This design comes from an exercise in tuning for small area on the open sky130 flow, not from production work.
The RTL was checked by simulation tests, not by an equivalence proof against the original design.
Power and IR drop assume default switching activity.

==> flow/design.v <==
module Clockslow(
    input clk,
    input rst,
    output tick
    );
    reg [15:0] num;
    assign tick = (num == 16'h348B);
    wire fb = num[15] ^ num[11] ^ num[2] ^ num[0] ^ tick;
    always @(posedge clk or posedge rst)
        if (rst) num <= 16'h6916;
        else     num <= {num[14:0], fb};
endmodule
module debouncer(
    input btn,
    input clk,
    input rst,
    input en,
    output wire btnsig
    );
    reg q0, q1, q2;
    always @(posedge clk or posedge rst)
        if (rst) begin
            q0 <= 1'b0; q1 <= 1'b0; q2 <= 1'b0;
        end else if (en) begin
            q0 <= btn; q1 <= q0; q2 <= q1;
        end
    assign btnsig = q2;
endmodule
module vga_controller(
    input clk_100MHz,
    input reset,
    output video_on,
    output hsync,
    output vsync,
    output [9:0] x,
    output [7:0] yq,
    output [1:0] yr
    );
    function le8(input [7:0] a, input [7:0] b);
        integer i;
        reg r;
        begin
            r = 1'b1;
            for (i = 0; i < 8; i = i + 1) r = a[i] ? (b[i] & r) : (b[i] | r);
            le8 = r;
        end
    endfunction
    reg [9:0] h;
    reg [7:0] q;
    reg [1:0] r;
    reg hold;
    wire hend = h[9] & h[8] & h[4] & h[3] & h[2] & h[1] & h[0];
    wire r2 = r[1];
    wire vclr = hend & r2 & q[7] & q[5] & q[3] & q[2] & q[1];
    reg [9:0] hinc;
    reg [7:0] qinc;
    integer i;
    reg c;
    always @(*) begin
        c = ~hold;
        for (i = 0; i < 10; i = i + 1) begin hinc[i] = h[i] ^ c; c = c & h[i]; end
        c = hend & r2;
        for (i = 0; i < 8; i = i + 1) begin qinc[i] = q[i] ^ c; c = c & q[i]; end
    end
    always @(posedge clk_100MHz or posedge reset)
        if (reset) begin
            h <= 0; q <= 0; r <= 0; hold <= 1'b1;
        end else begin
            hold <= 1'b0;
            h <= {hinc[9] & ~hend, hinc[8] & ~hend, hinc[7:6], hinc[5] & ~hend, hinc[4:0]};
            q <= vclr ? 8'd0 : qinc;
            if (hend) r <= {r[0], ~r[1] & ~r[0]};
        end
    wire h0 = (h == 10'd0);
    wire hs_rng = le8(8'd145, h[7:0]) & le8(h[7:0], 8'd240);
    assign hsync = h[9] & ~h[8] & hs_rng;
    assign vsync = (q == 8'd171) & (h0 ? (r != 2'd0) : ~r[1]);
    assign video_on = ~(h[9] & (h[8] | h[7])) & le8(q, 8'd159);
    assign x = h;
    assign yq = q;
    assign yr = r;
endmodule
module displaycontrol(
input clk_100MHz,
input btnL,
input btnR,
input rst,
input video_on,
input [9:0] x,
input [7:0] yq,      
input [1:0] yr,
output [11:0] rgb
);
    function le10(input [9:0] a, input [9:0] b);
        integer i;
        reg r;
        begin
            r = 1'b1;
            for (i = 0; i < 10; i = i + 1) r = a[i] ? (b[i] & r) : (b[i] | r);
            le10 = r;
        end
    endfunction
    function le8(input [7:0] a, input [7:0] b);
        integer i;
        reg r;
        begin
            r = 1'b1;
            for (i = 0; i < 8; i = i + 1) r = a[i] ? (b[i] & r) : (b[i] | r);
            le8 = r;
        end
    endfunction
    function [9:0] add10(input [9:0] a, input [9:0] k);
        integer i;
        reg c;
        begin
            c = 1'b0;
            for (i = 0; i < 10; i = i + 1) begin
                add10[i] = a[i] ^ k[i] ^ c;
                c = (a[i] & k[i]) | (c & (a[i] ^ k[i]));
            end
        end
    endfunction
    function [9:0] step10(input [9:0] q, input dn, input en);
        integer i;
        reg t;
        begin
            t = en;
            for (i = 0; i < 10; i = i + 1) begin
                step10[i] = q[i] ^ t;
                t = t & (q[i] ^ dn);
            end
        end
    endfunction
    wire x0 = (x == 10'd0);
    wire x1 = (x == 10'd1);
    wire hend = (x == 10'd799);
    wire r0 = (yr == 2'd0), r2 = yr[1];
    wire vlast = (yq == 8'd174) & r2;
    wire refresh_tick = x0 && (((yq == 8'd160) & ~r0) | (yq == 8'd161) | (yq == 8'd162));
    reg [8:0] pad_hi;       
    reg pad_lo;             
    reg [6:0] gk7;          
    reg gk_direction;
    reg [9:0] ball_left;
    reg [7:0] bk;           
    reg h_ball, v_ball;
    wire [9:0] pad_left = {pad_hi, pad_lo};
    wire pad_zero = (pad_left == 10'd0);
    wire bl_zero = (ball_left == 10'd0);
    wire [3:0] bl_end = ball_left[3:0] + 4'd12;
    wire b_start = (x == ball_left) | (x1 & bl_zero);
    wire b_endm = (x[3:0] == bl_end);
    reg b_run;
    wire b_on = b_start | b_run;
    wire [4:0] gk_end = gk7[4:0] + 5'd30;
    wire g_start = (x == {3'b010, gk7});
    wire g_endm = (x[4:0] == gk_end);
    reg g_run;
    wire g_on = g_start | g_run;
    wire [6:0] pad_end = pad_left[6:0] + 7'd100;
    wire [6:0] pad_mid = pad_left[6:0] + 7'd44;
    wire p_start = (x == pad_left) | (x1 & pad_zero);
    wire p_endm = (x[6:0] == pad_end);
    wire p_midm = (x[6:0] == pad_mid);
    reg p_run, pl_run;
    wire p_on = p_start | p_run;
    wire pl_on = p_start | pl_run;
    wire y_start = (yq == bk) & r2;
    wire y_endm = (yq[1:0] == bk[1:0]) & (yq[2] ^ bk[2]) & r2;
    reg y_run;
    wire y_on = y_start | y_run;
    always @(posedge clk_100MHz) begin
        b_run <= ~hend & ~b_endm & (b_run | (b_start & ~refresh_tick));
        g_run <= ~g_endm & (g_run | g_start);
        p_run <= ~p_endm & (p_run | (p_start & ~refresh_tick));
        pl_run <= ~p_midm & (pl_run | (p_start & ~refresh_tick));
    end
    always @(posedge clk_100MHz or posedge rst)
        if (rst) y_run <= 1'b0;
        else if (hend) y_run <= ~vlast & ~y_endm & (y_run | y_start);
    wire wall_on = (le8(yq, 8'd14) | ((yq == 8'd15) & r0)) && (le10(x, 10'd259) || le10(10'd379, x));
    wire ball_on = y_on & b_on;
    wire gk_on = (((yq == 8'd13) & ~r0) | (le8(8'd14, yq) & le8(yq, 8'd22)) | ((yq == 8'd23) & ~r2)) && g_on;
    wire pad_on = (((yq == 8'd133) & ~r0) | (le8(8'd134, yq) & le8(yq, 8'd136))) && p_on;
    wire c_grey  = ~ball_on & wall_on;
    wire c_blue  = ~ball_on & ~wall_on & gk_on;
    wire c_green = ~ball_on & ~wall_on & ~gk_on & ~pad_on;
    reg s1, s2, s3;
    reg ov_gk, ov_pad, ov_pl;
    always @(posedge clk_100MHz) begin
        s1 <= video_on & ~c_green;
        s2 <= video_on & ~c_grey;
        s3 <= video_on & ~c_blue;
        ov_gk <= ~x0 & (ov_gk | (b_on & g_on));
        ov_pad <= ~x0 & (ov_pad | (b_on & p_on));
        ov_pl <= ~x0 & (ov_pl | (b_on & pl_on));
    end
    wire wa = s1 & s3, wb = s1 & s2, wg = s2 & s3, w = s1 & s2 & s3;
    assign rgb = {w, wa, wb, w, wg, s3, s2, w, wb, s1, wb, s2};
    wire pad_max = pad_hi[8] & pad_hi[3] & pad_hi[2] & pad_hi[0];   
    wire pad_min = (pad_hi == 9'd0);
    wire pad_up = btnR & ~pad_max;
    wire pad_dn = ~btnR & btnL & ~pad_min;
    wire gk_at_left = (gk7[6:2] == 5'd0);                             
    wire gk_at_right = gk7[6] & gk7[4] & gk7[3] & gk7[2] & gk7[0];    
    wire gk_dir_new = gk_direction ? ~gk_at_left : gk_at_right;
    wire bl_in = le10(ball_left, 10'd1011);    
    wire wall_hit = le8(bk, 8'd14) && (le10(ball_left, 10'd259) || (le10(10'd367, ball_left) && bl_in));
    wire gk_hit = le8(bk, 8'd22) && le8(8'd9, bk) && ov_gk;        
    wire pad_hit = le8(8'd129, bk) && le8(bk, 8'd136) && ov_pad;   
    reg h_ball_new, v_ball_new;
    always @(*) begin
        h_ball_new = h_ball;
        v_ball_new = v_ball;
        if (wall_hit) v_ball_new = 1'b0;
        if (bl_zero) h_ball_new = 1'b0;
        if (le10(10'd627, ball_left) && bl_in) h_ball_new = 1'b1;
        if (gk_hit) v_ball_new = 1'b0;
        if (pad_hit) begin
            v_ball_new = 1'b1;
            h_ball_new = ov_pl;
        end
    end
    wire out = v_ball ? (bk == 8'd0) : (bk[7] & bk[4] & bk[3] & bk[2] & bk[1]);
    wire [9:0] pad_next = step10({1'b0, pad_hi}, pad_dn, pad_up | pad_dn);
    wire [9:0] gk_next = step10({3'b000, gk7}, gk_dir_new, 1'b1);
    wire [9:0] bl_next = step10(ball_left, h_ball, 1'b1);
    wire [9:0] bk_next = step10({2'b00, bk}, v_ball, 1'b1);
    always @(posedge clk_100MHz or posedge rst)
        if (rst) begin
            pad_hi <= 9'd134;
            pad_lo <= 1'b1;
            gk7 <= 7'd48;
            gk_direction <= 1'b0;
            ball_left <= 10'd319;
            bk <= 8'd79;
            h_ball <= 1'b1;
            v_ball <= 1'b1;
        end else if (refresh_tick) begin
            pad_hi <= pad_next[8:0];
            if (btnR & pad_max) pad_lo <= 1'b1;
            else if (~btnR & btnL & pad_min) pad_lo <= 1'b0;
            gk_direction <= gk_dir_new;
            gk7 <= gk_next[6:0];
            if (out) begin
                ball_left <= 10'd319;
                bk <= 8'd79;
                h_ball <= ~h_ball_new;
                v_ball <= 1'b0;
            end else begin
                ball_left <= bl_next;
                bk <= bk_next[7:0];
                h_ball <= h_ball_new;
                v_ball <= v_ball_new;
            end
        end
endmodule
`timescale 1ns / 1ps
module top(
input btnL,
input btnR,
input rst,
input clk,
output [11:0] rgb,
output hsync,
output vsync
    );
wire btnLsig, btnRsig;
wire [9:0] x_out;
wire [7:0] yq;
wire [1:0] yr;
wire slow_tick, vid_on;
Clockslow cs(.clk(clk), .rst(rst), .tick(slow_tick));
vga_controller vgacon(
    .clk_100MHz(clk), .reset(rst), .video_on(vid_on),
    .hsync(hsync), .vsync(vsync), .x(x_out), .yq(yq), .yr(yr));
debouncer d1(.btn(btnL), .clk(clk), .rst(rst), .en(slow_tick), .btnsig(btnLsig));
debouncer d0(.btn(btnR), .clk(clk), .rst(rst), .en(slow_tick), .btnsig(btnRsig));
displaycontrol dc(
    .clk_100MHz(clk), .btnL(btnLsig), .btnR(btnRsig), .rst(rst),
    .video_on(vid_on), .x(x_out), .yq(yq), .yr(yr), .rgb(rgb));
endmodule
==> flow/flow/run.sh <==
#!/bin/bash
# Own layout flow: the standard ORFS flow (standard.sh), with
#  - an area-oriented ABC mapping script (flow/abc_area.script) in place of
#    ORFS's, and no separate half/full-adder extraction before ABC,
#  - port buffers made of the smallest buffer,
#  - clock tree synthesis without dummy loads.
# The registers, their names and cell types are the standard synthesis's.
set -euo pipefail
W=$(pwd)
rm -rf "$W/scripts"
cp -r "$FLOW_HOME/scripts" "$W/scripts"
cp "$W/flow/abc_area.script" "$W/scripts/abc_area.script"
bash "$W/standard.sh" \
    SCRIPTS_DIR="$W/scripts" \
    ABC_AREA=1 \
    ADDER_MAP_FILE= \
    BUFFER_PORTS_ARGS="-buffer_cell sky130_fd_sc_hd__buf_1" \
    CTS_ARGS="-sink_clustering_enable -repair_clock_nets -buf_list sky130_fd_sc_hd__clkbuf_8 -dont_use_dummy_load" \
    finish > "$W/orfs_make.log" 2>&1
==> flow/flow/abc_area.script <==
strash
dc2
dch
amap
topo
==> flow/standard.sh <==
#!/bin/bash
# synth_recipe.tcl (not shown) runs the flow's synth.tcl, then flattens the netlist and writes it again
# the make line also repeats each setting of config.mk as NAME=value (left out here)
make -C /OpenROAD-flow-scripts/flow DESIGN_CONFIG=/design/flow/config.mk WORK_HOME=/design/flow/orfs CLKGATE_MAP_FILE= SYNTH_SCRIPT=/design/flow/synth_recipe.tcl "${@:-finish}"
==> flow/config.mk <==
export PLATFORM = sky130hd
export DESIGN_NAME = top
export DESIGN_NICKNAME = top
export VERILOG_FILES = /design/flow/design.v
export SDC_FILE = /design/flow/constraint.sdc
export NUM_CORES = 4
export LEC_CHECK = 0
export ABC_AREA = 1
export CAP_MARGIN = 20
export CORE_MARGIN = 2
export CORE_UTILIZATION = 40
export CTS_BUF_LIST = sky130_fd_sc_hd__clkbuf_8
export SLEW_MARGIN = 20
==> flow/constraint.sdc <==
create_clock -name core_clock -period 10.0 [get_ports {clk}]
set_input_delay 2.0000 -clock core_clock [delete_from_list [all_inputs] [get_ports {clk}]]
set_output_delay 2.0000 -clock core_clock [all_outputs]
set_load 0.01 [all_outputs]
==> summary.md, run 1 <==
| Metric | Value |
|---|---|
| Primary FF master, synth | dfrtp_1 |
| CP arrival | approximately 2.1 ns |
| Largest net degree at the start of global routing | 83 |
| Most used cell along the critical path | clkinv_1 |
| Post-synth top cells | nor2_1, clkinv_1, dfrtp_1 |
| Die area | ~0.013 mm² |
| Setup ws final | just under 6 ns |
| Syn-to-layout area delta | 6.599% |
| Detailed-route via count | 4574 |
| Dpl ws | just over 6 ns |
| DRT iter0 DRCs | between 300 and 400 |
| Total GRT Usage | between 20% and 30% |
| Crit path capture type | output pin |
| Fin crit share | between 40% and 50% |
| Synthesized instance count | between 600 and 700 |
| TritonCTS sink count | 92 |
| Die height | around 120 µm |
| Switching pwr | approximately 0.25 mW |
| Syn_nets | 611 |
| RD Place Congestion | between 0.9 and 1 |
| Setup bufs post-CTS | 0 |
| Routed wl met3 | about 640 µm |
| Worst Max-Slew Pin Slew | between 0.8 and 0.9 ns |
| Delay of the slowest critical-path stage | 0.45 ns |
| GR Overflow Total | 0 |
| Pre-antenna DRT Iters | 5 |
| Endpoints failing hold | 0 |
| EDFF count, synth | 0 |
| Syn Area/Cell | 8.152 µm² |
| Clock root buffer | clkbuf_8 |
| Maximum vdd drop | 0.09883 mV |
| Clock Path Buffers | 2 |
| Layout cells sized above 1 | approximately 6.4% |
| Max H-tree Level | 3 |
| Core ar. | 0.01206 mm² |
| Clk_skew | about 0.021 ns |
| Peak Freq | ~240 MHz |
| Startpoint types | flop |
| Max-cap viol count | 0 |
| M1 wire length | a little under 6000 µm |
| Number of nets with antenna violations after routing | 0 |
| Final WL | about 13000 µm |
| Ant. Diodes | 0 |
| Top sig layer | met4 |
| Fin crit period | between 4 and 5 ns |
| Critical path class | reg -> out |
| WL per Instance | ~17 µm |
| CP max stage cell | dfrtp_1 |
| Synthesis-stage register bit count | a little over 90 |
| Share of power burned in combinational logic | between 10% and 20% |
| Setup Viol. Count Final | 0 |
| Met2 WL | about 6300 µm |
| IO Count | 18 |
| Netlist Area Pre-Place | 0.004948 mm² |
| Critical path, cell by cell | clkinv_1 > nand4_1 > nor2_1 > nand2_1 > clkinv_1 > a221oi_1 > buf_1 |
| Pwr dens | 146.0 mW/mm² |
| CP required | around 8.0 ns |
| Max Slew Vio Count | 0 |
| Yosys top cell by area | dfrtp_1 |
| Post-synthesis async set-or-reset flop share | a little under 90% |
| Flop pwr share | approximately 55% |
| Worst slew margin | a little over two fifths |
| Nets | ~630 |
| DRC Markers | 0 |
| IO Port Bufs | 17 |
| Synth top area share | a little over a quarter |
| Antenna violations before repair | 0 |
| Cell with the most instances after synthesis | nor2_1 |
| LEAKAGE | about 1.9 nW |
| Reg clk slew, reported paths | roughly 0.090 ns |
| Yosys warning count | 4 |
| Synth area leaders | dfrtp_1, dfstp_2, nor2_1, clkinv_1, dfxtp_1 |
| Final HPWL DP | 9820 µm |
| Die width | 115.2 µm |
| Vias in the first global route | ~4400 |
| First-pass GRT wire length | around 22000 µm |
| Worst-Skew Late Latency | around 0.38 ns |
| Worst hold margin | between 0.3 and 0.4 ns |
| Starting Density | 41.03% |
| Final setup TNS | 0 ns |
| Clk pwr share | a little over a quarter |
| Switching part of the total | between 30% and 40% |
| TritonCTS clock tree | yes |
| RSZ-0062 raised after global routing | false |
| CTS Buf Count | 9 |
| Max FO, Critical Path | 8 |
| Worst hold-check path type | reg -> reg |
| Post_cts resized | 0 |
| Internal power | about 0.52 mW |
| Sequential area share after synthesis | 46.22% |
| Outcome | complete, no violations |
| Row count | 40 |
| Routed vias/inst | between 5 and 6 |
| Library cells used by synthesis | between 40 and 50 |
| Post-CTS Hold Fix Bufs | 0 |
[state kept, by name, summed over array words and instances, names as in the netlist, 2 cells and up]
signal and count:
dc.ball_left 10, vgacon.h 10, cs.num 16, dc.gk7 7
dc.pad_hi 9, vgacon.q 8, dc.bk 8, vgacon.r 2
[path summary, 6_finish.rpt]
kind / cells past startpoint / start / to / slack [ns]
setup / recovery: 7 / vgacon.h[6] / vsync / 5.86
hold / removal: 0 / cs.num[13] / cs.num[14] / 0.37
setup reg to reg: 13 / vgacon.q[7] / dc.gk7[6] / 6.14
hold reg to reg: 0 / cs.num[13] / cs.num[14] / 0.37
max in group asynchronous: 3 / rst / vgacon.q[5] / 7.65
min in group asynchronous: 3 / rst / cs.num[3] / 1.78
[logic make-up after synthesis]
| logic type | after synthesis | share of synthesized area (%) |
|---|---|---|
| AOI/OAI and AO/OA | 176 | 23.89 |
| DFF | 92 | 46.22 |
| other | 1 | 0.07578 |
| buffers and inverters | 114 | 9.558 |
| xor gates and xnor gates | 1 | 0.1770 |
| and+or+nand+nor | 223 | 20.08 |
[final cells by class]
class | instances | area (µm²)
clock buffers | 9 | 123.9
fillers | 1215 | 6787
multi-input cells | 401 | 2195
inverters | 102 | 384.1
repair buffers | 18 | 75.07
well taps | 168 | 210.2
flip-flops and latches | 92 | 2287
[metrics by stage]
stage	cell area (µm²)	cells	power [mW]	util [%]
after global placement	5141	781	0.5641	42.62
final	5275	790	0.7702	43.73
after detailed placement	5147	781	0.5696	42.68
after floorplan	4949	607	0.5270	-
after CTS	5271	790	0.7766	43.70
after global routing	5275	790	0.8098	43.73
[layout by cell type, fill, tap and decap left out, types with 2 or more instances in the layout]
cell type / count
nand3_1: 5
buf_1: 17
nand4_1: 8
clkbuf_8: 9
clkinv_1: 101
a31oi_1: 6
o22ai_1: 31
nand4b_1: 2
a21oi_1: 29
nor4_1: 11
a211oi_1: 11
dfxtp_1: 10
or4_1: 2
a221oi_1: 3
a2111oi_0: 3
nor2_1: 117
a311oi_1: 3
a22oi_1: 11
dfstp_2: 28
and4_1: 2
o22a_1: 8
or2_0: 4
o21a_1: 3
nand2_1: 38
nor3_1: 28
o221ai_1: 22
dfrtp_1: 54
o211ai_1: 5
o21ai_0: 33
[critical path, delay by kind of cell, from the launching register on]
family	cells	cell delay, ns
buffers and inverters	3	0.62
flip-flops	1	0.45
AND/OR/NAND/NOR	3	0.38
AO/OA/AOI/OAI	1	0.32
[power groups by stage]
stage | clock, mW | combinational (mW) | sequential, mW
6_report | 0.204 | 0.146 | 0.421
5_1_grt | 0.225 | 0.160 | 0.424
4_1_cts | 0.213 | 0.143 | 0.420
3_5_place_dp | 0 | 0.143 | 0.427
3_3_place_gp | 0 | 0.140 | 0.425
2_1_floorplan | 0 | 0.110 | 0.417
[layer usage]
layer | track usage, % | vias up
met1 | 27.82 | 2176
met4 | 10.20 | 0
met2 | 34.24 | 153
li1 | - | 2218
met3 | 4.112 | 27
met5 | 0 | -
==> run 2: changes to the inputs <==
==> flow/run.sh (new file) <==
#!/bin/bash
# synth_recipe.tcl (not shown) runs the flow's synth.tcl, then flattens the netlist and writes it again
# the make line also repeats each setting of config.mk as NAME=value (left out here)
make -C /OpenROAD-flow-scripts/flow DESIGN_CONFIG=/design/flow/config.mk WORK_HOME=/design/flow/orfs CLKGATE_MAP_FILE= SYNTH_SCRIPT=/design/flow/synth_recipe.tcl finish
--- a/flow/config.mk
+++ b/flow/config.mk
@@ -6,5 +6,4 @@
 export NUM_CORES = 4
 export LEC_CHECK = 0
-export ABC_AREA = 1
 export CAP_MARGIN = 20
 export CORE_MARGIN = 2
removed: flow/flow/run.sh
removed: flow/flow/abc_area.script
removed: flow/standard.sh
==> run 2 against run 1 <==
Maximum frequency fell by 17%. Via count fell by 12%. Core utilization fell by 0.80 points. Cell count fell by 6.8%. Flip-flop and latch count did not move. Non-clock buffer count rose by 1. Design area rose by 12%. Critical path depth fell by 2. Clock power rose by 33%.
==> summary.md, run 2 <==
| Metric | Value |
|---|---|
| Nets | 576 |
| Worst Path Buf+Inv | 1 |
| CP max stage cell | clkdlybuf4s50_1 |
| Die width | roughly 120 µm |
| WL per Instance | 15.89 µm |
| Launching point of the worst reg2reg path | vgacon.h[4] |
| Most frequent cells in the layout | dfrtp_1, xnor2_1, xor2_1, nand2_1, nor2_1 |
| Setup Viol. Count Final | 0 |
| Post-CTS Hold Fix Bufs | 0 |
| Synth area leaders | dfrtp_1, dfstp_2, xnor2_1, xor2_1, ha_1 |
| Die area | ~0.015 mm² |
| Post_cts resized | 0 |
| Netlist Area Pre-Place | 0.005578 mm² |
| Post-synthesis async set-or-reset flop share | 89.13% |
| Setup ws final | 4.981 ns |
| Final instance area | roughly 0.0059 mm² |
| Met2 WL | ~5500 µm |
| Sequential area share after synthesis | about two fifths |
| Synthesized instance count | around 580 |
| Crit path capture type | output pin |
| Final WL | between 10000 and 15000 µm |
| Outcome | complete, no violations |
| Dpl ws | approximately 5.4 ns |
| Placed Area | 0.005703 mm² |
| Critical path, cell by cell | nor4_2 > and3_1 > mux2_2 > nor4_1 > clkdlybuf4s50_1 |
| Final setup TNS | 0 ns |
| Setup bufs post-CTS | 0 |
| IO Port Bufs | 17 |
| Area of the multi-input gates | slightly below 0.003 mm² |
| Starting Density | between 40% and 50% |
| Post-synth top cells | dfrtp_1, xnor2_1, xor2_1 |
| Synthesis-stage register bit count | 92 |
| Clock root buffer | clkbuf_8 |
| TritonCTS clock tree | yes |
| Row count | 43 |
| Power Total | around 0.84 mW |
| GR Overflow Total | 0 |
| Most common cell after layout, fill and taps aside | dfrtp_1 |
| Worst slew margin | between 40% and 50% |
| R2R depth | 13 |
| Layout cells sized above 1 | a little over an eighth |
| DRC Markers | 0 |
| TritonCTS sink count | just over 90 |
| Antenna violations before repair | 0 |
| Startpoint types | flop |
| Vias in the first global route | between 3000 and 4000 |
| EDFF count, synth | 0 |
| First-pass GRT wire length | ~20000 µm |
| FILL cells | 1388 |
| Total GRT Usage | approximately 17% |
| Worst Max-Slew Pin Slew | roughly 0.9 ns |
| CP required | roughly 8.0 ns |
| R2r setup slk | ~7.2 ns |
| Syn_nets | approximately 600 |
| M1 wire length | 5530 µm |
| Crit-path leading delay family | simple AND/OR/NAND/NOR gates |
| RD Place Congestion | around 0.87 |
| Delay of the slowest critical-path stage | roughly 0.62 ns |
| Syn-to-layout area delta | 6.012% |
| Critical path depth in cells | 5 |
| Endpoints failing hold | 0 |
| Pwr dens | ~140 mW/mm² |
| Top flop regs | cs.num x16, dc.ball_left x10, vgacon.h x10 |
| Maximum vdd drop | slightly below 0.06 mV |
| Detailed-route via count | roughly 4000 |
| CP arrival | 3.02 ns |
| Peak Freq | 199.3 MHz |
| Largest Register | cs.num |
| Syn Area/Cell | between 9 and 10 µm² |
| Final HPWL DP | about 8300 µm |
| Fin crit period | approximately 5.0 ns |
| Crit path to | vsync |
| Max FO, Critical Path | 9 |
| Primary FF master, synth | dfrtp_1 |
| Number of nets with antenna violations after routing | 0 |
| Max reg flops | 16 |
| Largest net degree at the start of global routing | 83 |
| Register area | roughly 0.0023 mm² |
| Synth top area share | approximately a quarter |
| Pre-antenna DRT Iters | 4 |
| RSZ-0062 raised after global routing | false |
| Reg clk slew, reported paths | approximately 0.1 ns |
| LEAKAGE | around 2.6 nW |
| Yosys warning count | 4 |
| Core ar. | 0.01377 mm² |
| Yosys top cell by area | dfrtp_1 |
| Top sig layer | met4 |
| Crit path from | vgacon.h[1] |
| Routed vias/inst | approximately 5.5 |
| Library cells used by synthesis | 73 |
| IO Count | 18 |
| Critical path class | reg -> out |
| Ant. Diodes | 0 |
| Non-filler instance count after layout | roughly 740 |
| Die height | roughly 120 µm |
| Max-cap viol count | 0 |
| DRT iter0 DRCs | 272 |
| Routed wl met3 | 423 µm |
| CTS Buf Count | 9 |
| Clk_skew | 0.01531 ns |
| Fin crit share | about half |
| # placed instances | between 700 and 800 |
| Max Slew Vio Count | 0 |
| RR Endpoint | vgacon.q[7] |
| Worst-Skew Late Latency | roughly 0.39 ns |
| Clock Path Buffers | 2 |
| Max H-tree Level | 3 |
| Worst hold margin | 0.3757 ns |
| Cell with the most instances after synthesis | dfrtp_1 |
| Worst hold-check path type | reg -> reg |
| Finished Core Util | about 43% |
run 2: cell types whose count changed after synthesis, sizes merged, moves of 19 or more:
cell    previous run  this run
clkbuf             0        29
clkinv           102         0
ha                 0        21
inv                0        19
nor2             117        33
o221ai            22         2
o22ai             31         3
xnor2              0        46
xor2               1        39
run 2: cells by family after synthesis:
group | count (synthesis) | synth area share [%]
simple gates | 195 | 19.99
compound gates | 95 | 11.89
flops | 92 | 41.01
xor+xnor | 85 | 13.35
buf+inv | 75 | 6.415
fa+ha+maj | 21 | 4.711
mux | 13 | 2.580
other cells | 1 | 0.06723
run 2: routing by layer:
metal	GRT usage, %	vias up
met4	6.034	0
met3	3.933	21
met5	0	-
met2	27.30	77
met1	22.45	1974
li1	-	1964
run 2: how the worst min path moves through the flow:
stage / start / to / slack [ns] / depth (start not counted)
global route: cs.num[1] / cs.num[2] / 0.39 / 0
floorplan: cs.num[3] / cs.num[4] / 0.35 / 0
CTS: cs.num[1] / cs.num[2] / 0.38 / 0
global placement: cs.num[1] / cs.num[2] / 0.36 / 0
finish: cs.num[13] / cs.num[14] / 0.38 / 0
detailed placement: cs.num[1] / cs.num[2] / 0.36 / 0
run 2: report_power, final:
group / leakage [nW] / switching [mW] / total, mW / internal (mW)
registers: 1.11 / 0.0492 / 0.440 / 0.391
clock network: 0.109 / 0.151 / 0.271 / 0.120
logic: 1.34 / 0.0705 / 0.132 / 0.0617
total: 2.55 / 0.270 / 0.844 / 0.573
run 2: area by class of cell:
type,count,area share [%]
multi-input combinational,410,49.60
sequential,92,38.68
tap,180,3.809
timing repair buffer,19,3.195
clock buffer,9,2.095
clock inverter,7,1.397
inverter,19,1.227
==> run 3: changes to the inputs <==
--- a/flow/design.v
+++ b/flow/design.v
@@ -49,5 +49,5 @@
     reg [7:0] q;
     reg [1:0] r;
-    reg hold;
+    reg run;    
     wire hend = h[9] & h[8] & h[4] & h[3] & h[2] & h[1] & h[0];
     wire r2 = r[1];
@@ -58,5 +58,5 @@
     reg c;
     always @(*) begin
-        c = ~hold;
+        c = run;
         for (i = 0; i < 10; i = i + 1) begin hinc[i] = h[i] ^ c; c = c & h[i]; end
         c = hend & r2;
@@ -65,7 +65,7 @@
     always @(posedge clk_100MHz or posedge reset)
         if (reset) begin
-            h <= 0; q <= 0; r <= 0; hold <= 1'b1;
+            h <= 0; q <= 0; r <= 0; run <= 1'b0;
         end else begin
-            hold <= 1'b0;
+            run <= 1'b1;
             h <= {hinc[9] & ~hend, hinc[8] & ~hend, hinc[7:6], hinc[5] & ~hend, hinc[4:0]};
             q <= vclr ? 8'd0 : qinc;
@@ -138,11 +138,17 @@
     wire vlast = (yq == 8'd174) & r2;
     wire refresh_tick = x0 && (((yq == 8'd160) & ~r0) | (yq == 8'd161) | (yq == 8'd162));
-    reg [8:0] pad_hi;       
-    reg pad_lo;             
-    reg [6:0] gk7;          
+    reg [8:0] pad_hi_x;     
+    reg pad_lo_x;           
+    reg [6:0] gk7_x;        
     reg gk_direction;
-    reg [9:0] ball_left;
-    reg [7:0] bk;           
-    reg h_ball, v_ball;
+    reg [9:0] ball_left_x;
+    reg [7:0] bk_x;         
+    reg h_ball_x, v_ball_x;
+    wire [8:0] pad_hi = pad_hi_x ^ 9'd134;
+    wire pad_lo = ~pad_lo_x;
+    wire [6:0] gk7 = gk7_x ^ 7'd48;
+    wire [9:0] ball_left = ball_left_x ^ 10'd319;
+    wire [7:0] bk = bk_x ^ 8'd79;
+    wire h_ball = ~h_ball_x, v_ball = ~v_ball_x;
     wire [9:0] pad_left = {pad_hi, pad_lo};
     wire pad_zero = (pad_left == 10'd0);
@@ -229,28 +235,28 @@
     always @(posedge clk_100MHz or posedge rst)
         if (rst) begin
-            pad_hi <= 9'd134;
-            pad_lo <= 1'b1;
-            gk7 <= 7'd48;
+            pad_hi_x <= 9'd0;
+            pad_lo_x <= 1'b0;
+            gk7_x <= 7'd0;
             gk_direction <= 1'b0;
-            ball_left <= 10'd319;
-            bk <= 8'd79;
-            h_ball <= 1'b1;
-            v_ball <= 1'b1;
+            ball_left_x <= 10'd0;
+            bk_x <= 8'd0;
+            h_ball_x <= 1'b0;
+            v_ball_x <= 1'b0;
         end else if (refresh_tick) begin
-            pad_hi <= pad_next[8:0];
-            if (btnR & pad_max) pad_lo <= 1'b1;
-            else if (~btnR & btnL & pad_min) pad_lo <= 1'b0;
+            pad_hi_x <= pad_next[8:0] ^ 9'd134;
+            if (btnR & pad_max) pad_lo_x <= 1'b0;
+            else if (~btnR & btnL & pad_min) pad_lo_x <= 1'b1;
             gk_direction <= gk_dir_new;
-            gk7 <= gk_next[6:0];
+            gk7_x <= gk_next[6:0] ^ 7'd48;
             if (out) begin
-                ball_left <= 10'd319;
-                bk <= 8'd79;
-                h_ball <= ~h_ball_new;
-                v_ball <= 1'b0;
+                ball_left_x <= 10'd0;
+                bk_x <= 8'd0;
+                h_ball_x <= h_ball_new;
+                v_ball_x <= 1'b1;
             end else begin
-                ball_left <= bl_next;
-                bk <= bk_next[7:0];
-                h_ball <= h_ball_new;
-                v_ball <= v_ball_new;
+                ball_left_x <= bl_next ^ 10'd319;
+                bk_x <= bk_next[7:0] ^ 8'd79;
+                h_ball_x <= ~h_ball_new;
+                v_ball_x <= ~v_ball_new;
             end
         end
==> flow/flow/run.sh (new file) <==
#!/bin/bash
# Own layout flow: the standard ORFS flow (standard.sh), with
#  - an area-oriented ABC mapping script (flow/abc_area.script) in place of
#    ORFS's, and no separate half/full-adder extraction before ABC,
#  - port buffers made of the smallest buffer,
#  - clock tree synthesis without dummy loads.
# The registers, their names and cell types are the standard synthesis's.
set -euo pipefail
W=$(pwd)
rm -rf "$W/scripts"
cp -r "$FLOW_HOME/scripts" "$W/scripts"
cp "$W/flow/abc_area.script" "$W/scripts/abc_area.script"
bash "$W/standard.sh" \
    SCRIPTS_DIR="$W/scripts" \
    ABC_AREA=1 \
    ADDER_MAP_FILE= \
    BUFFER_PORTS_ARGS="-buffer_cell sky130_fd_sc_hd__buf_1" \
    CTS_ARGS="-sink_clustering_enable -repair_clock_nets -buf_list sky130_fd_sc_hd__clkbuf_8 -dont_use_dummy_load -sink_clustering_size 30 -sink_clustering_max_diameter 100" \
    finish > "$W/orfs_make.log" 2>&1
==> flow/flow/abc_area.script (new file) <==
strash
dc2
dch
amap
topo
==> flow/standard.sh (new file) <==
#!/bin/bash
# synth_recipe.tcl (not shown) runs the flow's synth.tcl, then flattens the netlist and writes it again
# the make line also repeats each setting of config.mk as NAME=value (left out here)
make -C /OpenROAD-flow-scripts/flow DESIGN_CONFIG=/design/flow/config.mk WORK_HOME=/design/flow/orfs CLKGATE_MAP_FILE= SYNTH_SCRIPT=/design/flow/synth_recipe.tcl "${@:-finish}"
--- a/flow/config.mk
+++ b/flow/config.mk
@@ -6,4 +6,5 @@
 export NUM_CORES = 4
 export LEC_CHECK = 0
+export ABC_AREA = 1
 export CAP_MARGIN = 20
 export CORE_MARGIN = 2
removed: flow/run.sh
==> run 3 against run 2 <==
Still clean. Cell count up 4.9%. Via count up 11%. Maximum frequency up 21%. Design area down 12%. First-iteration DRC count up 60%. Total power down 12%. Combinational power about the same. Sequential power down 6.8%. Synthesized area down 12%. Largest cell class is now registers.
==> summary.md, run 3 <==
| Metric | Value |
|---|---|
| Top flop regs | cs.num x16, dc.ball_left_x x10, vgacon.h x10 |
| Non-filler instance count after layout | about 770 |
| Synthesis-stage register bit count | between 90 and 100 |
| Vias in the first global route | between 4000 and 5000 |
| Antenna violations before repair | 0 |
| Max Slew Vio Count | 0 |
| CP max stage cell | dfrtp_1 |
| Pre-antenna DRT Iters | 5 |
| Crit-path leading delay family | buffers and inverters |
| Library cells used by synthesis | 39 |
| Number of nets with antenna violations after routing | 0 |
| Clk_skew | around 0.023 ns |
| Largest net degree at the start of global routing | 83 |
| Max FO, Critical Path | 7 |
| Ant. Diodes | 0 |
| DRC Markers | 0 |
| EDFF count, synth | 0 |
| Hold Crit Start | cs.num[1] |
| Launching point of the worst reg2reg path | vgacon.h[6] |
| Final HPWL DP | ~9100 µm |
| RSZ-0062 raised after global routing | false |
| Nets | approximately 630 |
| Setup Viol. Count Final | 0 |
| WL per Instance | roughly 16 µm |
| RR Endpoint | dc.bk_x[4] |
| Syn_nets | ~600 |
| Die height | approximately 110 µm |
| Outcome | complete, no violations |
| Hold depth | 0 |
| Detailed-route via count | 4500 |
| Pwr dens | approximately 140 mW/mm² |
| Post-synthesis async set-or-reset flop share | around nine tenths |
| Routed vias/inst | a little under 6 |
| Most used cell along the critical path | clkinv_1 |
| IO Count | 18 |
| Delay of the slowest critical-path stage | ~0.46 ns |
| Fin crit period | about 4.2 ns |
| Synth area leaders | dfrtp_1, nor2_1, clkinv_1, o22ai_1, dfxtp_1 |
| Final setup TNS | 0 ns |
| Yosys warning count | 4 |
| Max-cap viol count | 0 |
| Starting Density | 40.88% |
| Largest Register | cs.num |
| Crit path capture type | output pin |
| Row count | 40 |
| First-pass GRT wire length | a little over 20000 µm |
| DRT iter0 DRCs | ~440 |
| Synth top area share | between 30% and 40% |
| Total GRT Usage | 19.96% |
| Netlist Area Pre-Place | 0.004890 mm² |
| Critical path class | reg -> out |
| Yosys top cell by area | dfrtp_1 |
| Die area | 0.01313 mm² |
| Layout cells sized above 1 | roughly 3.4% |
| Endpoints failing hold | 0 |
| RD Place Congestion | just under 1 |
| Max H-tree Level | 3 |
| Setup bufs post-CTS | 0 |
| Sequential area share after synthesis | 46.24% |
| FILL cells | ~1200 |
| GR Overflow Total | 0 |
| CP required | roughly 8.0 ns |
| Clock root buffer | clkbuf_8 |
| Post_cts resized | 0 |
| Peak Freq | roughly 240 MHz |
| Fin crit share | between 40% and 50% |
| Worst slew margin | about 42% |
| Maximum vdd drop | around 0.14 mV |
| Startpoint types | flop |
| Syn-to-layout area delta | 6.372% |
| # placed instances | between 700 and 800 |
| Critical path, cell by cell | clkinv_1 > nand4_1 > nor2_1 > nand2_1 > clkinv_1 > a221oi_1 > buf_1 |
| Worst-Skew Late Latency | ~0.38 ns |
| Post-CTS Hold Fix Bufs | 0 |
| Worst Path Buf+Inv | 3 |
| Reg clk slew, reported paths | about 0.080 ns |
| Primary FF master, synth | dfrtp_1 |
| Worst Max-Slew Pin Slew | about 0.86 ns |
| R2r setup slk | a little under 7 ns |
| Post-synth top cells | nor2_1, clkinv_1, dfrtp_1 |
| CP arrival | roughly 2.2 ns |
| LEAKAGE | approximately 2 nW |
| Syn Area/Cell | 8.042 µm² |
| TritonCTS sink count | 92 |
| Core ar. | ~0.012 mm² |
| Worst hold-check path type | reg -> reg |
| TritonCTS clock tree | yes |
| Max reg flops | 16 |
| CTS Buf Count | 9 |
| Die width | between 100 and 150 µm |
| Most common cell after layout, fill and taps aside | nor2_1 |
| Most frequent cells in the layout | nor2_1, clkinv_1, dfrtp_1, o21ai_0, nand2_1 |
| Hold Path Sink | cs.num[2] |
| Final WL | between 10000 and 15000 µm |
| Synthesized instance count | between 600 and 700 |
| Cell with the most instances after synthesis | nor2_1 |
| Clock Path Buffers | 2 |
| R2R depth | 15 |
| IO Port Bufs | 17 |
## run 3: cell types whose count changed after synthesis, sizes merged, moves of 19 or more
cell and change:
clkbuf -29, ha -21, dfrtp +21, xnor2 -46
xor2 -38, dfstp -21, clkinv +106, nor2 +87
o22ai +30, inv -19
## run 3: kinds of logic (layout without fill, tap and decap cells)
logic type | count (synthesis) | in the layout | synth area share, %
flops | 92 | 92 | 46.24
simple gates | 215 | 215 | 18.88
buf+inv | 118 | 135 | 9.980
other cells | 1 | 1 | 0.07669
compound gates | 181 | 181 | 24.64
xor+xnor | 1 | 1 | 0.1792
## run 3: where the power goes
part           switching [mW]  internal [mW]
combinational          0.0905         0.0441
sequential             0.0254          0.385
clock                   0.118         0.0807
## run 3: routing by layer
| metal | GRT usage (%) | part of all wire [%] | up-vias |
|---|---|---|---|
| met3 | 4.606 | 5.0 | 23 |
| met5 | 0 | 0 | - |
| met4 | 7.236 | 2.0 | 0 |
| met1 | 26.19 | 45 | 2127 |
| li1 | - | - | 2211 |
| met2 | 32.27 | 48 | 139 |
## run 3: cell type report
cell class	count	area [µm²]	share of cell area, %
clock buffers	9	123.9	2.382
well taps	147	183.9	3.536
inverters	106	399.1	7.674
flip-flops and latches	92	2261	43.47
multi-input cells	398	2143	41.21
repair buffers	20	90.09	1.732
## run 3: how the worst max path moves through the flow
stage	cells after the start	slack [ns]	start	to
after floorplan	6	6.64	vgacon.h[6]	vsync
after global placement	7	6.37	vgacon.h[4]	vsync
after detailed placement	7	6.27	vgacon.h[6]	vsync
after CTS	7	5.86	vgacon.h[4]	vsync
after global routing	7	5.69	vgacon.h[4]	vsync
final	7	5.85	vgacon.h[6]	vsync
## run 3: per-stage QoR
step / setup slack, ns / power [mW] / utilization (%) / hold slack, ns / area [µm²]
after CTS: 5.858 / 0.7503 / 43.43 / 0.3750 / 5195
after detailed placement: 6.274 / 0.5466 / 42.40 / 0.3579 / 5071
after global routing: 5.693 / 0.7858 / 43.48 / 0.3814 / 5201
after floorplan: 6.640 / 0.5118 / - / 0.3464 / 4890
after global placement: 6.369 / 0.5423 / 42.40 / 0.3525 / 5071
final: 5.846 / 0.7436 / 43.48 / 0.3719 / 5201
## run 3: worst reg2reg max path, cell delays in order, from the launching register on
cell	delay, ns
dfrtp_1	0.46
clkinv_1	0.25
nand4_1	0.18
nor2_1	0.06
nand2_1	0.11
clkinv_1	0.15
o2111ai_1	0.12
buf_4	0.24
clkinv_1	0.47
o221ai_1	0.30
clkinv_1	0.16
o21ai_0	0.18
clkinv_1	0.15
o21ai_0	0.13
nor2_1	0.07
a211oi_1	0.16
==> run 4: changes to the inputs <==
--- a/flow/flow/run.sh
+++ b/flow/flow/run.sh
@@ -16,4 +16,4 @@
     ADDER_MAP_FILE= \
     BUFFER_PORTS_ARGS="-buffer_cell sky130_fd_sc_hd__buf_1" \
-    CTS_ARGS="-sink_clustering_enable -repair_clock_nets -buf_list sky130_fd_sc_hd__clkbuf_8 -dont_use_dummy_load -sink_clustering_size 30 -sink_clustering_max_diameter 100" \
+    CTS_ARGS="-sink_clustering_enable -repair_clock_nets -buf_list {sky130_fd_sc_hd__clkbuf_4 sky130_fd_sc_hd__clkbuf_8} -dont_use_dummy_load -sink_clustering_size 15" \
     finish > "$W/orfs_make.log" 2>&1
==> run 4 against run 3 <==
Still clean. Register-to-register slack about the same. Clock skew unchanged. Hold slack stayed put. Sequential power barely moved. Critical path depth unchanged. Global-route usage did not move. Highest routed layer unchanged.
==> summary.md, run 4 <==
| Metric | Value |
|---|---|
| Outcome | complete, no violations |
| Crit-path leading delay family | buffers and inverters |
| Max FO, Critical Path | 7 |
| Row count | 40 |
| Cell with the most instances after synthesis | nor2_1 |
| Critical path, cell by cell | clkinv_1 > nand4_1 > nor2_1 > nand2_1 > clkinv_1 > a221oi_1 > buf_1 |
| CP arrival | ~2.2 ns |
| Critical path class | reg -> out |
| Hold Crit Start | cs.num[1] |
| Detailed-route via count | 4500 |
| Synth top area share | a little under two fifths |
| EDFF count, synth | 0 |
| Starting Density | slightly above 40% |
| Post-synthesis async set-or-reset flop share | 89.13% |
| Antenna violations before repair | 0 |
| Setup bufs post-CTS | 0 |
| Worst hold-check path type | reg -> reg |
| First-pass GRT wire length | slightly above 20000 µm |
| Vias in the first global route | about 4200 |
| Routed vias/inst | roughly 6 |
| Final HPWL DP | 9148 µm |
| Fin crit period | 4.154 ns |
| Clock root buffer | clkbuf_8 |
| Top flop regs | cs.num x16, dc.ball_left_x x10, vgacon.h x10 |
| Die area | about 0.013 mm² |
| Setup Viol. Count Final | 0 |
| Nets | between 600 and 700 |
| Most frequent cells in the layout | nor2_1, clkinv_1, dfrtp_1, o21ai_0, nand2_1 |
| Crit path capture type | output pin |
| TritonCTS sink count | around 90 |
| Core ar. | 0.01196 mm² |
| Worst hold margin | 0.3719 ns |
| Synth area leaders | dfrtp_1, nor2_1, clkinv_1, o22ai_1, dfxtp_1 |
| Largest Register | cs.num |
| Max H-tree Level | 3 |
| RSZ-0062 raised after global routing | false |
| Launching point of the worst reg2reg path | vgacon.h[6] |
| Post-CTS Hold Fix Bufs | 0 |
| Die width | 114.6 µm |
| Pwr dens | ~140 mW/mm² |
| Hold depth | 0 |
| Die height | about 110 µm |
| Most common cell after layout, fill and taps aside | nor2_1 |
| Power Total | roughly 0.74 mW |
| RR Endpoint | dc.bk_x[4] |
| Delay of the slowest critical-path stage | approximately 0.46 ns |
| Fin crit share | about two fifths |
| GR Overflow Total | 0 |
| Max Slew Vio Count | 0 |
| Post_cts resized | 0 |
| Largest net degree at the start of global routing | 83 |
| CP required | 8.00 ns |
| Final WL | about 12000 µm |
| Reg clk slew, reported paths | 0.08 ns |
| WL per Instance | around 16 µm |
| Syn_nets | 612 |
| Total GRT Usage | approximately a fifth |
| Worst Path Buf+Inv | 3 |
| Hold Path Sink | cs.num[2] |
| R2R depth | 15 |
| Worst slew margin | between 40% and 50% |
| DRT iter0 DRCs | about 440 |
| Layout cells sized above 1 | under 10% |
| Yosys warning count | 4 |
| RD Place Congestion | between 0.9 and 1 |
| Endpoints failing hold | 0 |
| Pre-antenna DRT Iters | 5 |
| Most used cell along the critical path | clkinv_1 |
| Netlist Area Pre-Place | around 0.0049 mm² |
| Final setup TNS | 0 ns |
| Number of nets with antenna violations after routing | 0 |
| R2r setup slk | just under 7 ns |
| Max-cap viol count | 0 |
| Worst Max-Slew Pin Slew | between 0.8 and 0.9 ns |
| LEAKAGE | 1.968 nW |
| CP max stage cell | dfrtp_1 |
| Startpoint types | flop |
| Syn Area/Cell | 8.042 µm² |
| IO Port Bufs | 17 |
| Max reg flops | 16 |
| Clk_skew | ~0.023 ns |
| Clock Path Buffers | 2 |
| Synthesis-stage register bit count | 92 |
| DRC Markers | 0 |
| Sequential area share after synthesis | around 46% |
| Peak Freq | approximately 240 MHz |
| Worst-Skew Late Latency | roughly 0.38 ns |
| IO Count | 18 |
| Syn-to-layout area delta | 6.372% |
| CTS Buf Count | 9 |
| Primary FF master, synth | dfrtp_1 |
| TritonCTS clock tree | yes |
| Synthesized instance count | just over 600 |
| Ant. Diodes | 0 |
| Library cells used by synthesis | 39 |
| Maximum vdd drop | 0.1447 mV |
| Post-synth top cells | nor2_1, clkinv_1, dfrtp_1 |
| Yosys top cell by area | dfrtp_1 |
-- run 4: routing by layer --
layer	routed length [µm]	track usage, %	part of all wire [%]	vias to the layer above
met5	0	0	0	-
met3	620	4.606	5.0	23
met4	252	7.236	2.0	0
met1	5587	26.19	45	2127
met2	5985	32.27	48	139
li1	-	-	-	2211
-- run 4: area by class of cell --
type                       count  area (µm²)
tap                          147       183.9
timing repair buffer          20       90.09
clock buffer                   9       123.9
sequential                    92        2261
inverter                     106       399.1
fill                        1207        6760
multi-input combinational    398        2143
-- run 4: cell families after synthesis --
family / count (synthesis) / synth area share, %
compound gates: 181 / 24.64
xor+xnor: 1 / 0.1792
buf+inv: 118 / 9.980
flops: 92 / 46.24
other cells: 1 / 0.07669
simple gates: 215 / 18.88
-- run 4: worst max-delay path by stage --
stage	slack, ns	from	to	cells past startpoint
after CTS	5.86	vgacon.h[4]	vsync	7
after global routing	5.69	vgacon.h[4]	vsync	7
final	5.85	vgacon.h[6]	vsync	7
after floorplan	6.64	vgacon.h[6]	vsync	6
after global placement	6.37	vgacon.h[4]	vsync	7
after detailed placement	6.27	vgacon.h[6]	vsync	7
-- run 4: power by group --
part           internal (mW)  switching (mW)  leakage [nW]  total, mW
clock network         0.0807           0.118        0.0647      0.199
logic                 0.0441          0.0905         0.721      0.135
registers              0.385          0.0254          1.18      0.410
total                  0.510           0.234          1.97      0.744
-- run 4: stage by stage --
stage                     area, µm²  utilization, %  cells  setup slack (ns)
after floorplan                4890               -    608             6.640
after global placement         5071           42.40    763             6.369
after detailed placement       5071           42.40    763             6.274
after CTS                      5195           43.43    772             5.858
after global routing           5201           43.48    772             5.693
final                          5201           43.48    772             5.846
==> run 5: changes to the inputs <==
--- a/flow/flow/run.sh
+++ b/flow/flow/run.sh
@@ -16,4 +16,4 @@
     ADDER_MAP_FILE= \
     BUFFER_PORTS_ARGS="-buffer_cell sky130_fd_sc_hd__buf_1" \
-    CTS_ARGS="-sink_clustering_enable -repair_clock_nets -buf_list {sky130_fd_sc_hd__clkbuf_4 sky130_fd_sc_hd__clkbuf_8} -dont_use_dummy_load -sink_clustering_size 15" \
+    CTS_ARGS="-sink_clustering_enable -repair_clock_nets -root_buf sky130_fd_sc_hd__clkbuf_8 -buf_list sky130_fd_sc_hd__clkbuf_4 -dont_use_dummy_load" \
     finish > "$W/orfs_make.log" 2>&1
==> run 5 against run 4 <==
Core utilization stayed put. Wire length is the same. Via count unchanged. Register-to-register slack barely moved. Combinational power barely moved. Non-clock buffer count stayed put. Still clean on timing, DRC and antenna. Count of clock-buffer cells in the layout unchanged. Die area did not move. Critical path type unchanged. Worst setup slack did not move. First-iteration DRC count is the same. Cell count unchanged. Hold slack stayed put.
==> summary.md, run 5 <==
| Metric | Value |
|---|---|
| LEAKAGE | between 1.5 and 2 nW |
| Finished Core Util | 43.48% |
| Post-synth top cells | nor2_1, clkinv_1, dfrtp_1 |
| Synthesis-stage register bit count | between 90 and 100 |
| Pre-antenna DRT Iters | 5 |
| Library cells used by synthesis | 39 |
| Worst Max-Slew Pin Slew | roughly 0.86 ns |
| Most common cell after layout, fill and taps aside | nor2_1 |
| Number of nets with antenna violations after routing | 0 |
| Non-filler instance count after layout | ~770 |
| Setup bufs post-CTS | 0 |
| Largest Register | cs.num |
| Setup ws final | slightly below 6 ns |
| Crit path capture type | output pin |
| Max Slew Vio Count | 0 |
| Primary FF master, synth | dfrtp_1 |
| Synthesized instance count | 608 |
| Setup Viol. Count Final | 0 |
| Antenna violations before repair | 0 |
| Final setup TNS | 0 ns |
| Die area | 0.01313 mm² |
| Final WL | 12450 µm |
| GR Overflow Total | 0 |
| Startpoint types | flop |
| Peak Freq | 240.7 MHz |
| Synth area leaders | dfrtp_1, nor2_1, clkinv_1, o22ai_1, dfxtp_1 |
| Starting Density | between 40% and 50% |
| RD Place Congestion | a little under 1 |
| Layout cells sized above 1 | roughly 3.4% |
| Worst hold margin | around 0.37 ns |
| Netlist Area Pre-Place | just under 0.005 mm² |
| Routed wl met3 | approximately 620 µm |
| EDFF count, synth | 0 |
| Crit path from | vgacon.h[6] |
| Final HPWL DP | just over 9000 µm |
| Clk_skew | 0.02262 ns |
| Max reg flops | 16 |
| M1 wire length | roughly 5600 µm |
| Final instance area | between 0.005 and 0.006 mm² |
| Top sig layer | met4 |
| Maximum vdd drop | 0.1447 mV |
| Max H-tree Level | 3 |
| Outcome | complete, no violations |
| Syn Area/Cell | just over 8 µm² |
| Top flop regs | cs.num x16, dc.ball_left_x x10, vgacon.h x10 |
| Dpl ws | 6.274 ns |
| Pwr dens | ~140 mW/mm² |
| Die height | around 110 µm |
| First-pass GRT wire length | 20710 µm |
| Launching point of the worst reg2reg path | vgacon.h[6] |
| Core ar. | 0.01196 mm² |
| Post-synthesis async set-or-reset flop share | 89.13% |
| Post_cts resized | 0 |
| RSZ-0062 raised after global routing | false |
| Yosys top cell by area | dfrtp_1 |
| IO Count | 18 |
| Worst hold-check path type | reg -> reg |
| Yosys warning count | 4 |
| Row count | 40 |
| TritonCTS clock tree | yes |
| Fin crit share | between 40% and 50% |
| Total GRT Usage | between 10% and 20% |
| CTS Buf Count | 9 |
| Nets | between 600 and 700 |
| Max-cap viol count | 0 |
| Vias in the first global route | ~4200 |
| Routed vias/inst | about 5.8 |
| # placed instances | around 760 |
| Most frequent cells in the layout | nor2_1, clkinv_1, dfrtp_1, o21ai_0, nand2_1 |
| Syn-to-layout area delta | 6.372% |
| Hold Crit Start | cs.num[1] |
| CP arrival | 2.15 ns |
| CP required | roughly 8 ns |
| Synth top area share | 38.38% |
| Endpoints failing hold | 0 |
| IO Port Bufs | 17 |
| Critical path class | reg -> out |
| Post-CTS Hold Fix Bufs | 0 |
| Clock Path Buffers | 2 |
| Detailed-route via count | 4500 |
| Ant. Diodes | 0 |
| Reg clk slew, reported paths | approximately 0.08 ns |
| TritonCTS sink count | 92 |
| Max FO, Critical Path | 7 |
| Syn_nets | slightly above 600 |
| Placed Area | 0.005071 mm² |
| Clock root buffer | clkbuf_8 |
| Worst-Skew Late Latency | ~0.38 ns |
| FILL cells | roughly 1200 |
| Largest net degree at the start of global routing | 83 |
| DRC Markers | 0 |
| DRT iter0 DRCs | approximately 440 |
| Sequential area share after synthesis | between 40 and 50% |
| WL per Instance | around 16 µm |
| Fin crit period | a little over 4 ns |
| Worst slew margin | about 42% |
| Power Total | 0.7436 mW |
| Die width | around 110 µm |
| Met2 WL | between 5000 and 6000 µm |
| Cell with the most instances after synthesis | nor2_1 |
[run 5: cell counts after synthesis]
No cell type changed its count.
[run 5: per-layer routing]
metal | vias up | GRT usage [%]
li1 | 2211 | -
met1 | 2127 | 26.19
met2 | 139 | 32.27
met3 | 23 | 4.606
met4 | 0 | 7.236
met5 | - | 0
[run 5: logic make-up after synthesis]
kind of cell              Yosys count  synth area share (%)
xor gates and xnor gates            1                0.1792
DFF                                92                 46.24
AOI/OAI and AO/OA                 181                 24.64
other                               1               0.07669
buffers and inverters             118                 9.980
and+or+nand+nor                   215                 18.88
[run 5: cell type report]
cell class | count | area, µm² | area share, %
timing repair buffer | 20 | 90.09 | 1.732
tap | 147 | 183.9 | 3.536
multi-input combinational | 398 | 2143 | 41.21
inverter | 106 | 399.1 | 7.674
sequential | 92 | 2261 | 43.47
clock buffer | 9 | 123.9 | 2.382
[run 5: critical path, stage by stage, from the launching register on]
cell	delay, ns
dfrtp_1	0.46
clkinv_1	0.25
nand4_1	0.18
nor2_1	0.06
nand2_1	0.11
clkinv_1	0.15
a221oi_1	0.38
buf_1	0.19
[run 5: path summary, 6_finish.rpt]
path	endpoint	cells past startpoint	slack (ns)
worst max-delay path	vsync	7	5.85
worst min-delay path	cs.num[2]	0	0.37
max in group asynchronous	vgacon.q[4]	3	7.67
worst max register to register	dc.bk_x[4]	15	6.74
min in group asynchronous	cs.num[6]	3	1.79
worst min register to register	cs.num[2]	0	0.37
[run 5: power by group]
| part | internal (mW) | switching, mW |
|---|---|---|
| sequential | 0.385 | 0.0254 |
| clock | 0.0807 | 0.118 |
| combinational | 0.0441 | 0.0905 |
| total | 0.510 | 0.234 |
==> run 6: changes to the inputs <==
--- a/flow/flow/run.sh
+++ b/flow/flow/run.sh
@@ -16,4 +16,4 @@
     ADDER_MAP_FILE= \
     BUFFER_PORTS_ARGS="-buffer_cell sky130_fd_sc_hd__buf_1" \
-    CTS_ARGS="-sink_clustering_enable -repair_clock_nets -root_buf sky130_fd_sc_hd__clkbuf_8 -buf_list sky130_fd_sc_hd__clkbuf_4 -dont_use_dummy_load" \
+    CTS_ARGS="-sink_clustering_enable -repair_clock_nets -root_buf sky130_fd_sc_hd__clkbuf_16 -buf_list sky130_fd_sc_hd__clkbuf_2 -dont_use_dummy_load" \
     finish > "$W/orfs_make.log" 2>&1
==> run 6 against run 5 <==
Clock skew fell by 0.0071 ns. First-iteration DRC count fell by 9.7%. Count of clock-buffer cells in the layout did not move. Critical path depth did not move. Wire length barely moved. Synthesized area did not move. Largest cell class unchanged. Largest power group unchanged.
==> summary.md, run 6 <==
| Metric | Value |
|---|---|
| Outcome | complete, no violations |
| Worst-Skew Late Latency | 0.35 ns |
| Fin crit period | about 4.1 ns |
| Peak Freq | about 240 MHz |
| Syn Area/Cell | around 8.0 µm² |
| Post-CTS Hold Fix Bufs | 0 |
| Final setup TNS | 0 ns |
| Clock Path Buffers | 2 |
| Core ar. | roughly 0.012 mm² |
| DRC Markers | 0 |
| Clk_skew | 0.01551 ns |
| Netlist Area Pre-Place | 0.004890 mm² |
| Pre-antenna DRT Iters | 5 |
| Reg clk slew, reported paths | around 0.060 ns |
| Ant. Diodes | 0 |
| Final HPWL DP | a little over 9000 µm |
| Max-cap viol count | 0 |
| CP required | 8.00 ns |
| EDFF count, synth | 0 |
| Setup Viol. Count Final | 0 |
| Yosys warning count | 4 |
| Syn_nets | roughly 600 |
| Synthesized instance count | 608 |
| Worst Max-Slew Pin Slew | 0.8412 ns |
| Finished Core Util | between 40% and 50% |
| Max Slew Vio Count | 0 |
| # placed instances | about 760 |
| Worst hold-check path type | reg -> reg |
| Setup ws final | approximately 6 ns |
| Power Total | between 0.8 and 0.9 mW |
| Fin crit share | approximately 41% |
| CP arrival | between 2 and 2.5 ns |
| Routed vias/inst | slightly below 6 |
| Cell with the most instances after synthesis | nor2_1 |
| Max FO, Critical Path | 8 |
| CP max stage cell | dfrtp_1 |
| Row count | 40 |
| Largest Register | cs.num |
| Crit-path leading delay family | buffers and inverters |
| Crit path capture type | output pin |
| Final WL | between 10000 and 15000 µm |
| Most common cell after layout, fill and taps aside | nor2_1 |
| Most frequent cells in the layout | nor2_1, clkinv_1, dfrtp_1, o21ai_0, nand2_1 |
| Number of nets with antenna violations after routing | 0 |
| Critical path, cell by cell | clkinv_1 > nand4_1 > nor2_1 > nand2_1 > clkinv_1 > a221oi_1 > buf_1 |
| Nets | approximately 630 |
| Detailed-route via count | 4500 |
| Final instance area | around 0.0053 mm² |
| Setup bufs post-CTS | 0 |
| Die width | between 100 and 150 µm |
| GR Overflow Total | 0 |
| Critical path class | reg -> out |
| CTS Buf Count | 9 |
| DRT iter0 DRCs | approximately 400 |
| FILL cells | 1196 |
| Maximum vdd drop | 0.1223 mV |
| Dpl ws | roughly 6.3 ns |
| Die area | between 0.01 and 0.015 mm² |
| RSZ-0062 raised after global routing | false |
| Worst hold margin | 0.3689 ns |
| IO Port Bufs | 17 |
| Vias in the first global route | roughly 4200 |
| Largest net degree at the start of global routing | 83 |
| Startpoint types | flop |
| RD Place Congestion | roughly 0.98 |
| Starting Density | between 40% and 50% |
| LEAKAGE | just over 2 nW |
| Primary FF master, synth | dfrtp_1 |
| Launching point of the worst reg2reg path | vgacon.h[4] |
| Worst Path Buf+Inv | 3 |
| WL per Instance | 16.12 µm |
| TritonCTS clock tree | yes |
| Synthesis-stage register bit count | 92 |
| Die height | 114.6 µm |
| Pwr dens | between 150 and 200 mW/mm² |
| Non-filler instance count after layout | 772 |
| Sequential area share after synthesis | roughly 46% |
| Crit path from | vgacon.h[4] |
| Antenna violations before repair | 0 |
| Library cells used by synthesis | 39 |
| Synth top area share | roughly two fifths |
| Delay of the slowest critical-path stage | between 0.4 and 0.5 ns |
| TritonCTS sink count | 92 |
| Top flop regs | cs.num x16, dc.ball_left_x x10, vgacon.h x10 |
| Post-synthesis async set-or-reset flop share | 89.13% |
| Max H-tree Level | 3 |
| Layout cells sized above 1 | 3.360% |
| Yosys top cell by area | dfrtp_1 |
| Worst slew margin | a little over two fifths |
| Post-synth top cells | nor2_1, clkinv_1, dfrtp_1 |
| Syn-to-layout area delta | 8.444% |
| Synth area leaders | dfrtp_1, nor2_1, clkinv_1, o22ai_1, dfxtp_1 |
| Clock root buffer | clkbuf_16 |
| Most used cell along the critical path | clkinv_1 |
| Endpoints failing hold | 0 |
| Placed Area | slightly above 0.005 mm² |
| Total GRT Usage | 19.91% |
| Max reg flops | 16 |
| Hold Crit Start | cs.num[1] |
| First-pass GRT wire length | roughly 21000 µm |
| IO Count | 18 |
| Post_cts resized | 0 |
-- run 6: final timing paths --
path                            slack [ns]          end  depth (start not counted)
worst max-delay path                  5.87        vsync                          7
worst min-delay path                  0.37    cs.num[2]                          0
worst max register to register        6.72   dc.bk_x[4]                         15
worst min register to register        0.37    cs.num[2]                          0
max in group asynchronous             7.64  vgacon.q[6]                          3
min in group asynchronous             1.84    cs.num[6]                          3
-- run 6: metal layers --
metal  part of all wire [%]  vias up  track usage [%]
met5                      0        -                0
met4                    1.6        0            5.935
met3                    4.8       22            4.341
met2                     48      126            32.62
met1                     46     2147            26.45
li1                       -     2205                -
-- run 6: area by class of cell --
cell class,instances,area (µm²),share of cell area [%]
Inverter,106,399.1,7.527
Clock buffer,9,225.2,4.247
Multi-Input combinational cell,398,2143,40.42
Timing Repair Buffer,20,90.09,1.699
Tap cell,147,183.9,3.469
Sequential cell,92,2261,42.64
-- run 6: logic make-up (layout without fill, tap and decap cells) --
logic type / Yosys count / after routing / synth area share (%)
and+or+nand+nor: 215 / 215 / 18.88
AOI/OAI and AO/OA: 181 / 181 / 24.64
buffers and inverters: 118 / 135 / 9.980
DFF: 92 / 92 / 46.24
other: 1 / 1 / 0.07669
xor gates and xnor gates: 1 / 1 / 0.1792
-- run 6: power by group --
group	switching (mW)	internal, mW
registers	0.0261	0.385
logic	0.0900	0.0441
clock network	0.128	0.158
total	0.244	0.588
==> run 7: changes to the inputs <==
--- a/flow/flow/run.sh
+++ b/flow/flow/run.sh
@@ -16,4 +16,4 @@
     ADDER_MAP_FILE= \
     BUFFER_PORTS_ARGS="-buffer_cell sky130_fd_sc_hd__buf_1" \
-    CTS_ARGS="-sink_clustering_enable -repair_clock_nets -root_buf sky130_fd_sc_hd__clkbuf_16 -buf_list sky130_fd_sc_hd__clkbuf_2 -dont_use_dummy_load" \
+    CTS_ARGS="-sink_clustering_enable -repair_clock_nets -buf_list sky130_fd_sc_hd__clkbuf_8 -dont_use_dummy_load" \
     finish > "$W/orfs_make.log" 2>&1
==> run 7 against run 6 <==
Total power is 11% lower. Design area shrank 1.9%. Clock skew increased by 0.0071 ns. Flip-flop and latch count unchanged. Synthesized area unchanged. Sequential share of layout area increased by 0.83 points. Combinational power barely moved. Critical path depth is the same. First-iteration DRC count is 11% higher. Via count unchanged. Non-clock buffer count is the same. Wire length barely moved. Largest cell class unchanged.
==> summary.md, run 7 <==
| Metric | Value |
|---|---|
| RSZ-0062 raised after global routing | false |
| Clock Path Buffers | 2 |
| Hold Crit Start | cs.num[1] |
| CP max stage cell | dfrtp_1 |
| Clk_skew | ~0.023 ns |
| Most used cell along the critical path | clkinv_1 |
| LEAKAGE | a little under 2 nW |
| Delay of the slowest critical-path stage | approximately 0.46 ns |
| Crit path from | vgacon.h[6] |
| Maximum vdd drop | about 0.14 mV |
| Core ar. | around 0.012 mm² |
| Detailed-route via count | 4500 |
| Endpoints failing hold | 0 |
| Setup Viol. Count Final | 0 |
| Most frequent cells in the layout | nor2_1, clkinv_1, dfrtp_1, o21ai_0, nand2_1 |
| Internal power | 0.5096 mW |
| Launching point of the worst reg2reg path | vgacon.h[6] |
| FILL cells | 1207 |
| Worst Max-Slew Pin Slew | roughly 0.86 ns |
| Max FO, Critical Path | 7 |
| Switching pwr | 0.2340 mW |
| Max H-tree Level | 3 |
| IO Port Bufs | 17 |
| Worst hold-check path type | reg -> reg |
| Syn Area/Cell | 8.042 µm² |
| Outcome | complete, no violations |
| Worst-Skew Late Latency | approximately 0.38 ns |
| Synth area leaders | dfrtp_1, nor2_1, clkinv_1, o22ai_1, dfxtp_1 |
| Number of nets with antenna violations after routing | 0 |
| Library cells used by synthesis | 39 |
| Pre-antenna DRT Iters | 5 |
| RD Place Congestion | between 0.9 and 1 |
| Placed Area | 0.005071 mm² |
| Syn-to-layout area delta | 6.372% |
| Vias in the first global route | between 4000 and 5000 |
| Die height | roughly 110 µm |
| Sequential area share after synthesis | approximately 46% |
| Die area | roughly 0.013 mm² |
| Antenna violations before repair | 0 |
| Synthesis-stage register bit count | 92 |
| Starting Density | between 40% and 50% |
| Layout cells sized above 1 | roughly 3.4% |
| Post-synth top cells | nor2_1, clkinv_1, dfrtp_1 |
| CP arrival | around 2.2 ns |
| Worst slew margin | 42.10% |
| Largest Register | cs.num |
| Post-CTS Hold Fix Bufs | 0 |
| Max reg flops | 16 |
| Primary FF master, synth | dfrtp_1 |
| Ant. Diodes | 0 |
| Largest net degree at the start of global routing | 83 |
| Reg clk slew, reported paths | ~0.080 ns |
| Clk pwr share | 26.7% |
| Syn_nets | 612 |
| Flop pwr share | between 50% and 60% |
| IO Count | 18 |
| Max Slew Vio Count | 0 |
| Crit path capture type | output pin |
| Peak Freq | ~240 MHz |
| Total GRT Usage | between 10% and 20% |
| Final instance area | around 0.0052 mm² |
| Max-cap viol count | 0 |
| Critical path, cell by cell | clkinv_1 > nand4_1 > nor2_1 > nand2_1 > clkinv_1 > a221oi_1 > buf_1 |
| Area of the multi-input gates | 0.002143 mm² |
| GR Overflow Total | 0 |
| Clock root buffer | clkbuf_8 |
| Yosys top cell by area | dfrtp_1 |
| Row count | 40 |
| Final HPWL DP | a little over 9000 µm |
| Finished Core Util | around 43% |
| TritonCTS sink count | 92 |
## run 7: cell counts after synthesis
No cell type changed its count.
## run 7: cell families after synthesis
| logic type | share of synthesized area (%) |
|---|---|
| compound gates | 24.64 |
| xor+xnor | 0.1792 |
| buf+inv | 9.980 |
| flops | 46.24 |
| other cells | 0.07669 |
| simple gates | 18.88 |
## run 7: power groups by stage
stage          registers, mW  clock network, mW  logic (mW)
2_1_floorplan          0.409                  0       0.103
3_3_place_gp           0.414                  0       0.129
3_5_place_dp           0.416                  0       0.130
4_1_cts                0.409              0.210       0.131
5_1_grt                0.413              0.223       0.150
6_report               0.410              0.199       0.135
## run 7: final timing paths
path                       slack (ns)          end  depth (start not counted)
max in group asynchronous        7.67  vgacon.q[4]                          3
hold reg to reg                  0.37    cs.num[2]                          0
setup reg to reg                 6.74   dc.bk_x[4]                         15
min in group asynchronous        1.79    cs.num[6]                          3
setup / recovery                 5.85        vsync                          7
hold / removal                   0.37    cs.num[2]                          0
## run 7: layout make-up
type                       instances  area share (%)
inverter                         106           7.674
sequential                        92           43.47
clock buffer                       9           2.382
timing repair buffer              20           1.732
tap                              147           3.536
multi-input combinational        398           41.21
## run 7: worst max-delay path, delay by kind of cell (launching register included)
kind            cells  cell delay (ns)
compound gates      1             0.38
buf+inv             3             0.59
simple gates        3             0.35
flops               1             0.46
## run 7: per-layer routing
layer	GRT usage, %	share of wire [%]	wire length (µm)	up-vias
met5	0	0	0	-
met4	7.236	2.0	252	0
met3	4.606	5.0	620	23
met2	32.27	48	5985	139
met1	26.19	45	5587	2127
li1	-	-	-	2211
## run 7: metrics by stage
stage / power (mW) / std cells / setup WS, ns
6_report: 0.7436 / 772 / 5.846
5_1_grt: 0.7858 / 772 / 5.693
4_1_cts: 0.7503 / 772 / 5.858
3_5_place_dp: 0.5466 / 763 / 6.274
3_3_place_gp: 0.5423 / 763 / 6.369
2_1_floorplan: 0.5118 / 608 / 6.640

[afterwards: timing with drivers on the ports]
In the flow no input, the clock included, has a driving cell. The finished layouts below were timed again as built, in two steps.
Step 1, drivers: a clkbuf_16 drives clk and a buf_2 each remaining input, both assumed.
Step 2 times the ports against the registers' clock, not the clock port: input delays grow and output delays shrink by t, the midpoint of the rising clock arrivals with the driver on.
a / b / c = ideal ports / drivers / drivers and shift; a / b = the first two.
run | t (ns) | setup WS [ns]
run 1 | 0.411 | 5.858 / 5.821 / 6.140
run 2 | 0.418 | 4.981 / 4.946 / 5.364
run 3 | 0.403 | 5.846 / 5.812 / 6.215
run 4 | 0.403 | 5.846 / 5.812 / 6.215
run 5 | 0.403 | 5.846 / 5.812 / 6.215
run 6 | 0.379 | 5.865 / 5.826 / 6.205
run 7 | 0.403 | 5.846 / 5.812 / 6.215
After both steps every run listed still meets setup and hold.
